Context: an optimization exercise on an open-source flow, tuned for small area, a short achievable clock period and few clock cycles. The choices shown serve that exercise and are no tape-out recipe.
Only simulation tests tie the RTL to the original design; equivalence was not proved.
No activity file was given, so power comes from the tool's default toggle rates.

==> flow/design.v <==
module JAM (
input CLK,
input RST,
output [2:0] W,
output [2:0] J,
input [6:0] Cost,
output [3:0] MatchCount,
output [9:0] MinCost,
output Valid );
reg        dfs, done;    
reg        srt;          
reg        first;        
reg  [6:0] p;            
reg  [6:0] mn;           
reg  [6:0] bf [0:7];     
reg        addp;         
reg        addc;         
reg  [9:0] base;         
reg  [6:0] rm [0:7];     
reg  [6:0] cm [0:7];     
reg  [7:0] zc [0:7];     
reg  [2:0] row [0:7];    
reg  [3:0] sph;          
reg  [9:0] rs;           
reg  [3:0] k2r [0:7];    
reg  [3:0] zkr [0:7];    
reg  [6:0] R  [0:7];     
reg  [2:0] js [0:7];     
reg  [7:0] used;         
reg  [7:0] L;            
reg  [7:0] jo;           
reg  [7:0] zr_c, zr_ch, zr_p;    
reg  [7:0] bp;           
reg        phc;          
reg  [7:0] ac;           
reg  [7:0] ap;           
reg        ev;           
reg        st;           
reg        fix;          
reg [11:0] G;            
reg [11:0] Gq;           
reg [11:0] T;            
reg  [9:0] best;
reg  [3:0] cnt;
assign MinCost = best;
assign MatchCount = cnt;
assign Valid = done;
integer i;
function [12:0] fadd(input [11:0] a, input [11:0] b, input cin);
    reg [11:0] g, q, gg, pp, c;
    integer k, m;
    begin
        g = a & b;
        q = a ^ b;
        gg = g; pp = q;
        for (k = 1; k < 12; k = k * 2)
            for (m = 11; m >= k; m = m - 1) begin
                gg[m] = gg[m] | (pp[m] & gg[m-k]);
                pp[m] = pp[m] & pp[m-k];
            end
        c[0] = cin;
        for (m = 1; m < 12; m = m + 1) c[m] = gg[m-1] | (pp[m-1] & cin);
        fadd = {gg[11] | (pp[11] & cin), q ^ c};
    end
endfunction
function [7:0] lowbit(input [7:0] m);
    lowbit = m & (~m + 8'd1);
endfunction
function [2:0] enc(input [7:0] oh);
    enc = {|(oh & 8'hf0), |(oh & 8'hcc), |(oh & 8'haa)};
endfunction
function [7:0] after(input [7:0] oh);    
    integer k;
    reg [7:0] le;
    begin
        le[7] = oh[7];
        for (k = 6; k >= 0; k = k - 1) le[k] = le[k+1] | oh[k];
        after = ~le;
    end
endfunction
function [7:0] above(input [7:0] oh);    
    integer k;
    begin
        above[0] = 1'b0;
        for (k = 1; k < 8; k = k + 1) above[k] = above[k-1] | oh[k-1];
    end
endfunction
wire [7:0] Lc   = {L[6:0], L[7]};
wire [7:0] Lp   = {L[0], L[7:1]};
wire [7:0] Lpp  = {L[1:0], L[7:2]};
wire [7:0] Lppp = {L[2:0], L[7:3]};
reg [6:0] rmc, rmch, rmp, cmc, Rpp, Rppp;
reg [2:0] jpp, jppp, wc, wch, wp;
always @(*) begin
    rmc = 7'd0; rmch = 7'd0; rmp = 7'd0; cmc = 7'd0; Rpp = 7'd0; Rppp = 7'd0;
    jpp = 3'd0; jppp = 3'd0; wc = 3'd0; wch = 3'd0; wp = 3'd0;
    for (i = 0; i < 8; i = i + 1) begin
        rmc  = rmc  | (rm[i] & {7{L[i]}});
        rmch = rmch | (rm[i] & {7{Lc[i]}});
        rmp  = rmp  | (rm[i] & {7{Lp[i]}});
        cmc  = cmc  | (cm[i] & {7{jo[i]}});
        if (i < 6) Rpp  = Rpp  | (R[i]  & {7{Lpp[i]}});   
        if (i < 5) Rppp = Rppp | (R[i]  & {7{Lppp[i]}});
        if (i < 5) jppp = jppp | (js[i] & {3{Lppp[i]}});
        if (i < 6) jpp  = jpp  | (js[i] & {3{Lpp[i]}});
        wc   = wc   | (row[i] & {3{L[i]}});
        wch  = wch  | (row[i] & {3{Lc[i]}});
        wp   = wp   | (row[i] & {3{Lp[i]}});
    end
end
wire [7:0] Lcc = {L[5:0], L[7:6]};
reg  [7:0] zr_cc, zr_pp, zr_ppp, zr_0, zr_1;          
always @(*) begin
    for (i = 0; i < 8; i = i + 1) begin
        zr_cc[i]  = |(zc[i] & Lcc);
        zr_pp[i]  = |(zc[i] & Lpp);
        zr_ppp[i] = |(zc[i] & Lppp);
        zr_0[i]   = zc[i][0];
        zr_1[i]   = zc[i][1];
    end
end
wire [7:0] bpp = 8'd1 << jpp;
wire [7:0] bppp = 8'd1 << jppp;
wire       red = ~dfs & ~done & ~srt;
wire       rdrow = ~p[6];                            
wire       lastpos = (p[2:0] == 3'd7);
wire [6:0] rmin = ((p[2:0] == 3'd0) | (Cost < mn)) ? Cost : mn;
wire [3:0] wq = p[6:3] - 4'd1;                       
wire [7:0] wqoh = 8'd1 << wq[2:0];
wire [6:0] x = bf[0] - rm[7];
wire       colinit = (wq == 4'd0);
wire       xlt = x < cm[0];
wire [6:0] cmn = (colinit | xlt) ? x : cm[0];
wire [7:0] zcn = (colinit | xlt) ? wqoh : ((x == cm[0]) ? (zc[0] | wqoh) : zc[0]);
wire [6:0] pa = p + {6'd0, ~first};                  
wire [9:0] rsn = (p[2:0] == 3'd0) ? {3'd0, Cost} : (rs + {3'd0, Cost});
wire [9:0] k2  = rsn - {rmin, 3'b000};               
reg [3:0] zcount [0:7];
reg [7:0] key [0:7];
reg [7:0] sv;                                        
always @(*) begin
    for (i = 0; i < 8; i = i + 1) begin
        zcount[i] = {3'd0, zc[0][i]} + {3'd0, zc[1][i]} + {3'd0, zc[2][i]} + {3'd0, zc[3][i]} +
                    {3'd0, zc[4][i]} + {3'd0, zc[5][i]} + {3'd0, zc[6][i]} + {3'd0, zc[7][i]};
        key[i] = {zkr[i], ~k2r[i]};
    end
    sv = 8'd0;
    for (i = 0; i < 7; i = i + 1)
        sv[i] = (i[0] == sph[0]) ? 1'b0 : (key[i] > key[i+1]);
end
wire sorting = srt & (sph != 4'd0) & (sph != 4'd9);
wire        php = ~|(zr_p & bp);
wire        sle = ~G[11];
wire        slt = ~G[11] & (|G);
wire        alp = ~Gq[11] & (|Gq);
wire        Tbig = ~T[11] & (|T[10:7]);
wire [12:0] te  = fadd({5'd0, T[6:0]}, {5'h1f, ~Cost}, 1'b1);    
wire [12:0] tt  = fadd({5'd0, T[6:0]}, {5'h1f, ~Cost}, 1'b0);    
wire        cle = Tbig | ~te[11];
wire        clt = Tbig | ~tt[11];
wire        le  = phc ? cle : sle;
wire        lt  = phc ? clt : slt;
wire [12:0] slx = fadd(T, {5'h1f, ~Cost}, 1'b1);     
wire [11:0] sl  = phc ? slx[11:0] : G;               
wire [12:0] vx  = fadd({2'b00, best}, ~sl, 1'b1);
wire [9:0]  v   = vx[9:0];                            
wire        leaf = L[7];
wire        lfe = ev & leaf;
wire        imp = lfe & lt;                           
wire [7:0] fch = ~used & ~jo;
wire [7:0] m0c = zr_ch & fch;
wire [7:0] m1c = ~zr_ch & fch;
wire       f0c = |m0c;
wire       f1c = |m1c;
wire [7:0] ohc = f0c ? lowbit(m0c) : lowbit(m1c);
wire       desc = ev & ~leaf & le & (f0c | (lt & f1c));
wire [7:0] acu = ac;
wire [7:0] m0s = phc ? 8'd0 : (zr_c & ~used & acu);
wire [7:0] m1s = ~zr_c & ~used & (phc ? acu : 8'hff) & {8{slt}};
wire       f0s = |m0s;
wire       fs  = f0s | (|m1s);
wire [7:0] ohs = f0s ? lowbit(m0s) : lowbit(m1s);
wire [7:0] fpa = ~(used & ~bp);
wire [7:0] apa = ap;
wire [7:0] m0p = php ? 8'd0 : (zr_p & fpa & apa);
wire [7:0] m1p = ~zr_p & fpa & (php ? apa : 8'hff) & {8{alp}};
wire       f0p = |m0p;
wire       fp  = (f0p | (|m1p)) & ~L[0];
wire [7:0] ohp = f0p ? lowbit(m0p) : lowbit(m1p);
wire [7:0] ohc0 = lowbit(m0c);
wire [7:0] ohc1 = lowbit(m1c);
wire [7:0] ohs0 = lowbit(m0s);
wire [7:0] ohs1 = lowbit(m1s);
wire [7:0] ohp0 = lowbit(m0p);
wire [7:0] ohp1 = lowbit(m1p);
reg  [6:0] cmc0, cmc1, cms0, cms1, cmp0, cmp1;
always @(*) begin
    cmc0 = 7'd0; cmc1 = 7'd0; cms0 = 7'd0; cms1 = 7'd0; cmp0 = 7'd0; cmp1 = 7'd0;
    for (i = 0; i < 8; i = i + 1) begin
        cmc0 = cmc0 | (cm[i] & {7{ohc0[i]}});
        cmc1 = cmc1 | (cm[i] & {7{ohc1[i]}});
        cms0 = cms0 | (cm[i] & {7{ohs0[i]}});
        cms1 = cms1 | (cm[i] & {7{ohs1[i]}});
        cmp0 = cmp0 | (cm[i] & {7{ohp0[i]}});
        cmp1 = cmp1 | (cm[i] & {7{ohp1[i]}});
    end
end
wire [6:0] cmsb = f0s ? cms0 : cms1;
wire [6:0] cmpa = f0p ? cmp0 : cmp1;
wire [6:0]  cmch  = f0c ? cmc0 : cmc1;
wire [12:0] slrx  = fadd(sl, {5'd0, rmch}, 1'b0);
wire [12:0] Tchx  = fadd(slrx[11:0], {5'd0, cmch}, 1'b0);    
wire [12:0] hcx   = fadd(G, {5'd0, rmc}, 1'b0);
wire [12:0] hpx   = fadd(Gq, {5'd0, rmp}, 1'b0);
wire [12:0] Tsbx  = fadd(hcx[11:0], {5'd0, cmsb}, 1'b0);
wire [12:0] Tpax  = fadd(hpx[11:0], {5'd0, cmpa}, 1'b0);
wire [12:0] gppx  = fadd(Gq, {5'd0, Rpp}, 1'b0);     
wire [12:0] gpppx = fadd(gppx[11:0], {5'd0, Rppp}, 1'b0);
wire [12:0] rnx   = fadd(G, ~sl, 1'b1);
wire [11:0] rnew  = rnx[11:0];                        
wire [11:0] g0    = {2'b00, best} - {2'b00, base};
wire [2:0] Wnc = !dfs ? pa[5:3] : (fs ? wc : wp);
wire [2:0] Jnc = !dfs ? pa[2:0] : enc(fs ? ohs : ohp);
assign W = desc ? wch : Wnc;
assign J = desc ? enc(ohc) : Jnc;
always @(posedge CLK) begin
    for (i = 0; i < 7; i = i + 1) bf[i] <= bf[i+1];
    bf[7] <= Cost;
    if (red) begin
        if (!first) begin
            for (i = 0; i < 7; i = i + 1) begin
                cm[i] <= cm[i+1]; zc[i] <= zc[i+1];
            end
            cm[7] <= cmn; zc[7] <= zcn;
        end
        if (rdrow) begin mn <= rmin; rs <= rsn; end
        if (rdrow && lastpos) begin
            for (i = 0; i < 7; i = i + 1) begin rm[i] <= rm[i+1]; k2r[i] <= k2r[i+1]; end
            rm[7] <= rmin;
            k2r[7] <= k2[9:6];
        end
        for (i = 0; i < 8; i = i + 1) row[i] <= i;
    end else if (srt && sph == 4'd0) begin
        for (i = 0; i < 8; i = i + 1) zkr[i] <= zcount[i];
    end else if (sorting) begin
        for (i = 0; i < 7; i = i + 1)
            if (sv[i]) begin
                rm[i] <= rm[i+1];   rm[i+1] <= rm[i];
                row[i] <= row[i+1]; row[i+1] <= row[i];
                zkr[i] <= zkr[i+1]; zkr[i+1] <= zkr[i];
                k2r[i] <= k2r[i+1]; k2r[i+1] <= k2r[i];
                for (int j = 0; j < 8; j = j + 1) begin
                    zc[j][i] <= zc[j][i+1]; zc[j][i+1] <= zc[j][i];
                end
            end
    end else if (dfs && !fix) begin
        if (desc) begin
            for (i = 0; i < 8; i = i + 1) if (L[i]) R[i] <= rnew[6:0];
            for (i = 0; i < 8; i = i + 1) if (Lc[i]) js[i] <= enc(ohc);
        end else if (imp) begin
        end else if (fs) begin
            for (i = 0; i < 8; i = i + 1) if (L[i]) js[i] <= enc(ohs);
        end else if (fp) begin
            for (i = 0; i < 8; i = i + 1) if (Lp[i]) js[i] <= enc(ohp);
        end
    end
end
always @(posedge CLK) begin
    if (srt && sph == 4'd9) begin
        L <= 8'd1; used <= 8'd0;
        G <= g0;
        zr_c <= zr_0; zr_ch <= zr_1;
        jo <= 8'd0; phc <= 1'b0; ac <= 8'hff;
    end else if (dfs && fix) begin
        Gq <= Gq - G;
    end else if (dfs) begin
        if (desc) begin
            used <= used | jo;
            L <= Lc; jo <= ohc; bp <= jo; phc <= ~f0c;
            ac <= after(ohc); ap <= ac;
            zr_p <= zr_c; zr_c <= zr_ch; zr_ch <= zr_cc;
            G <= sl; Gq <= G; T <= Tchx[11:0];
        end else if (imp) begin
            G <= sl;
        end else if (fs) begin
            jo <= ohs; T <= Tsbx[11:0]; phc <= ~f0s;
            ac <= after(ohs);
        end else if (fp) begin
            used <= used & ~bp;
            L <= Lp; jo <= ohp; bp <= bpp; phc <= ~f0p;
            ac <= after(ohp); ap <= after(bpp);
            G <= Gq; Gq <= gppx[11:0]; T <= Tpax[11:0];
            zr_c <= zr_p; zr_ch <= zr_c; zr_p <= zr_pp;
        end else if (!(L[0] | L[1])) begin
            used <= used & ~bp & ~bpp;
            L <= Lpp; jo <= bpp; bp <= bppp; phc <= ~|(zr_pp & bpp);
            ac <= after(bpp); ap <= after(bppp);
            G <= gppx[11:0]; Gq <= gpppx[11:0];
            zr_c <= zr_pp; zr_ch <= zr_p; zr_p <= zr_ppp;
        end
    end
end
always @(posedge CLK or posedge RST) begin
    if (RST) begin
        dfs <= 1'b0; done <= 1'b0; srt <= 1'b0; first <= 1'b1; p <= 7'd0;
        addp <= 1'b0; addc <= 1'b0; base <= 10'd0; sph <= 4'd0;
        ev <= 1'b0; st <= 1'b0; fix <= 1'b0;
        best <= 10'h3ff; cnt <= 4'd0;
    end else begin
    if (addp | addc) base <= base + {3'd0, addp ? mn : cm[7]};
    if (red) begin
        addp <= rdrow & lastpos;
        addc <= (wq == 4'd7) & ~first;
        first <= 1'b0;
        p <= pa;
        if (p == 7'd71) begin srt <= 1'b1; sph <= 4'd0; end
    end else if (srt) begin
        addp <= 1'b0; addc <= 1'b0;
        sph <= sph + 4'd1;
        if (sph == 4'd9) begin
            srt <= 1'b0; dfs <= 1'b1; st <= 1'b1;
        end
    end else if (dfs && fix) begin
        fix <= 1'b0;
    end else if (dfs) begin
        st <= 1'b0;
        fix <= imp;
        if (lfe) begin
            if (lt) begin best <= v; cnt <= 4'd1; end
            else if (le) cnt <= cnt + 4'd1;
        end
        if (desc) begin
            ev <= 1'b1;
        end else if (imp) begin
            ev <= 1'b0;
        end else if (fs) begin
            ev <= 1'b1;
        end else if (fp) begin
            ev <= 1'b1;
        end else if (L[0] | L[1]) begin
            done <= 1'b1; dfs <= 1'b0;
        end else begin
            ev <= 1'b0;
        end
    end
    end
end
endmodule
==> flow/run.sh <==
#!/bin/bash
# synth_recipe.tcl (not shown) runs the flow's synth.tcl, then flattens the netlist and writes it again
# the make line also repeats each setting of config.mk as NAME=value (left out here)
make -C /OpenROAD-flow-scripts/flow DESIGN_CONFIG=/design/flow/config.mk WORK_HOME=/design/flow/orfs CLKGATE_MAP_FILE= SYNTH_SCRIPT=/design/flow/synth_recipe.tcl finish
==> flow/config.mk <==
export PLATFORM = sky130hd
export DESIGN_NAME = JAM
export DESIGN_NICKNAME = JAM
export VERILOG_FILES = /design/flow/design.v
export SDC_FILE = /design/flow/constraint.sdc
export NUM_CORES = 4
export LEC_CHECK = 0
export CAP_MARGIN = 20
export CORE_MARGIN = 2
export CORE_UTILIZATION = 40
export SLEW_MARGIN = 20
==> flow/constraint.sdc <==
create_clock -name core_clock -period 5.0 [get_ports {CLK}]
set_input_delay 1.0000 -clock core_clock [delete_from_list [all_inputs] [get_ports {CLK}]]
set_output_delay 1.0000 -clock core_clock [all_outputs]
set_load 0.01 [all_outputs]
==> impl_metrics.env <==
export IMPL_status="complete, no violations"
export IMPL_peakVddDrop_mv=0.269
export IMPL_drv_slew=0
export IMPL_path_clk_slew_ns=0.06
export IMPL_overflow=0
export IMPL_cts_root_buf="clkbuf_16"
export IMPL_maxCapViolations=0
export IMPL_io_pins=30
export IMPL_timing_rr_start="bp[2]"
export IMPL_core_area_um2=94700
export IMPL_arrival_ns=3.91
export IMPL_finalSetupTns_ns=0
export IMPL_io_buffers=29
export IMPL_most_common_layout_cells="nand2_1 (437), edfxtp_1 (393), buf_4 (310), nor2_1 (294), o21ai_0 (292)"
export IMPL_r2r_cells=22
export IMPL_cp_required_ns=4.00
export IMPL_synth_fp_nets=4399
export IMPL_timing_slew_headroom_pct=29.0
export IMPL_rsz0062_at_grt="no"
export IMPL_nNetsFinal=4570
export IMPL_worst_slack_ns=0.0922
export IMPL_holdCritPathClass="reg -> reg"
export IMPL_min_to="bf[4][6]"
export IMPL_setup_viol=0
export IMPL_synthCells=4119
export IMPL_hpwl_mm=103
export IMPL_dieWidth_um=313
export IMPL_min_delay_start="bf[5][6]"
export IMPL_hold_violations=0
export IMPL_holdPathStages=0
export IMPL_n_antenna_cell=0
export IMPL_synthFlopType="edfxtp_1"
export IMPL_vias=34830
export IMPL_async_reset_ff_share_pct=7.83
export IMPL_ys_seq_area_share_pct=39.8
export IMPL_period_needed_ns=4.91
export IMPL_die_area_um2=97700
export IMPL_top_layer="met5"
export IMPL_grt_max_degree=110
export IMPL_rrSetupSlack_ns=0.29
export IMPL_postPlaceCellArea_um2=41600
export IMPL_cts_buffers=68
export IMPL_gp_congestion=0.977
export IMPL_layout_commonest_cell="nand2_1"
export IMPL_holdWs_ns=0.313
export IMPL_drt_met1_wl_mm=58.5
export IMPL_leakage_nw=17.4
export IMPL_worst_skew_pair_late_latency_ns=0.66
export IMPL_via_per_inst=6.21
export IMPL_cts_sinks=549
export IMPL_wl_met2_mm=60.9
export IMPL_worst_pin_slew_ns=1.06
export IMPL_power_density_nw_per_um2=492
export IMPL_cts_tree="built"
export IMPL_worstSetupStartpointType="flop"
export IMPL_fillCellCount=9133
export IMPL_cts_htree_levels=3
export IMPL_crit_fanout=7
export IMPL_yosysWarnings=12
export IMPL_grt_antenna_before_repair=3
export IMPL_die_h_um=313
export IMPL_met3_wirelength_mm=13.3
export IMPL_worstSetupPathType="reg -> out"
export IMPL_drive_above_1_share_pct=13.9
export IMPL_power_mw=21.7
export IMPL_syn_area_per_cell_um2=9.25
export IMPL_ys_types=92
export IMPL_ys_seq_elements=549
export IMPL_drc=0
export IMPL_max_freq_ghz=0.204
export IMPL_antenna_left=0
export IMPL_core_rowCount=113
export IMPL_pre_cts_slack_ns=-0.529
export IMPL_grt_pass1_vias=32797
export IMPL_fin_skew_ns=0.0320
export IMPL_totalWireLength_mm=138
export IMPL_fin_area_um2=44100
export IMPL_drt_pass1_iterations=8
export IMPL_dr_first_iter_drc_count=4658
export IMPL_synth_edff_count=393
export IMPL_synth_area_um2=38100
export IMPL_cts_buffer_depth=3
export IMPL_worst_r2r_endpoint="T[11]"
export IMPL_end_kind="output pin"
export IMPL_wl_per_cell_um=24.6
export IMPL_area_growth_pct=15.9
export IMPL_initial_core_util_pct=40.2
export IMPL_track_usage_pct=27.6
export IMPL_grt_pass1_wl_mm=208
export IMPL_min_period_over_period_pct=98.2
==> where the power goes <==
group	internal (mW)	switching (mW)	total (mW)	leakage, nW
clock	2.88	2.14	5.02	1.10
sequential	5.51	0.506	6.02	4.59
combinational	4.40	6.29	10.7	11.7
==> synthesized netlist by cell type, types with 11 or more instances <==
library cell	count	area share (%)
nand2_1	438	4.3
edfxtp_1	393	31
nor2_1	306	3.0
o21ai_0	301	4.0
inv_1	270	2.7
a22oi_1	260	5.1
ha_1	226	7.4
a21oi_1	223	2.9
clkbuf_1	189	1.9
dfxtp_1	113	5.9
xnor2_1	90	2.1
mux2i_1	88	2.3
a221oi_1	86	2.0
nand4_1	78	1.3
nor3_1	71	0.93
nand3_1	65	0.85
mux2_2	59	1.7
a21o_1	50	0.99
o211ai_1	49	0.97
xor2_1	49	1.1
fa_1	45	2.4
and3_1	41	0.67
nor2b_1	41	0.67
a222oi_1	37	0.97
nand2b_1	37	0.61
buf_1	36	0.35
a211oi_1	33	0.65
dfrtp_1	32	2.1
o21a_1	28	0.55
a31oi_1	26	0.43
and2_1	21	0.34
a22o_1	20	0.46
buf_2	20	0.26
or3_1	19	0.31
a221o_1	18	0.47
and4_1	18	0.41
o21ai_1	17	0.22
o31ai_1	17	0.34
a21boi_0	16	0.32
nor4_1	13	0.21
dfstp_2	11	0.76
==> state kept, by name (all words and copies together) (netlist names), 18 cells and up <==
signal,cells
bf,56
k2r,32
rm,56
R,42
js,18
cm,56
zc,64
row,24
zkr,32
==> metrics by stage <==
| step | util (%) | std cells |
|---|---|---|
| floorplan | - | 4119 |
| global placement | 43.9 | 5483 |
| detailed placement | 43.9 | 5483 |
| CTS | 46.4 | 5610 |
| global route | 46.6 | 5611 |
| finish | 46.6 | 5611 |
==> worst max path at each step <==
stage / depth (start not counted) / start / to
floorplan: 6 / dfs / zc[0][0]
global placement: 21 / Cost[0] / T[11]
global route: 14 / bp[2] / J[0]
CTS: 21 / Gq[3] / T[8]
detailed placement: 21 / Cost[0] / T[11]
finish: 11 / phc / J[0]
==> repair_timing <==
item	CTS	global route
hold buffers	0	0
endpoints found under the setup margin	6	11
pin swaps	2	3
resized for setup	27	41
setup buffers	1	1
==> logic make-up after synthesis <==
| family | share of synthesized area, % |
|---|---|
| AO/OA/AOI/OAI | 22.8 |
| buffers and inverters | 5.20 |
| AND/OR/NAND/NOR | 15.1 |
| XOR/XNOR | 3.20 |
| adder cells (fa/ha/maj) | 9.79 |
| multiplexers | 4.06 |
| flip-flops | 39.8 |
==> critical path, stage by stage, from the launching register on <==
cell and delay, ns:
dfxtp_1 0.39, buf_4 0.20, or4bb_1 0.55, and2_1 0.21
and3_2 0.29, buf_4 0.17, a21o_1 0.20, or4b_1 0.57
nor3_2 0.15, a211oi_1 0.09, buf_4 0.16, dlygate4sd2_1 0.27
==> routing by layer <==
| metal | vias to the layer above | global-route usage (%) |
|---|---|---|
| met5 | - | 0 |
| met4 | 6 | 10.2 |
| met3 | 313 | 4.33 |
| met2 | 1843 | 42.6 |
| met1 | 16866 | 39.0 |
| li1 | 15802 | - |
==> final cells by class <==
type                            instances  area (µm²)  share of cell area [%]
Inverter                              271        1020                    2.30
Clock inverter                         32         335                   0.760
Clock buffer                           94        1910                    4.33
Tap cell                             1265        1580                    3.59
Multi-Input combinational cell       3052       21300                    48.3
Timing Repair Buffer                  348        2790                    6.33
Sequential cell                       549       15200                    34.3
Testbench counts, summed over its fixed seeds: cycles 2,070.

[afterwards: timing with drivers on the ports]
Ports are ideal in the flow. The routed layout listed here was re-timed in OpenROAD.
Step 1 (the two cells are an assumption about what drives the block):
set clk [get_ports {CLK}]
set_driving_cell -lib_cell sky130_fd_sc_hd__clkbuf_16 $clk
set_driving_cell -lib_cell sky130_fd_sc_hd__buf_2 [delete_from_list [all_inputs] $clk]
Step 2 moves the port delays by t, midway between the first and last clock arrival at a register: inputs arrive t later, outputs are due t later. That takes back most of the time a late clock gives input paths.
Three values: ideal, step 1, step 2; two values: the first two.
t (ns): 0.711
slack for setup (ns): 0.092 / 0.023 / -0.264
worst slew at a driven data input, ns: 0.03
cell pins on the clock port's net: 1
With both steps, setup timing fails in this run, where it was met with ideal ports. The setup slack of this run moves by -0.069 ns with the drivers and by -0.356 ns with both steps.
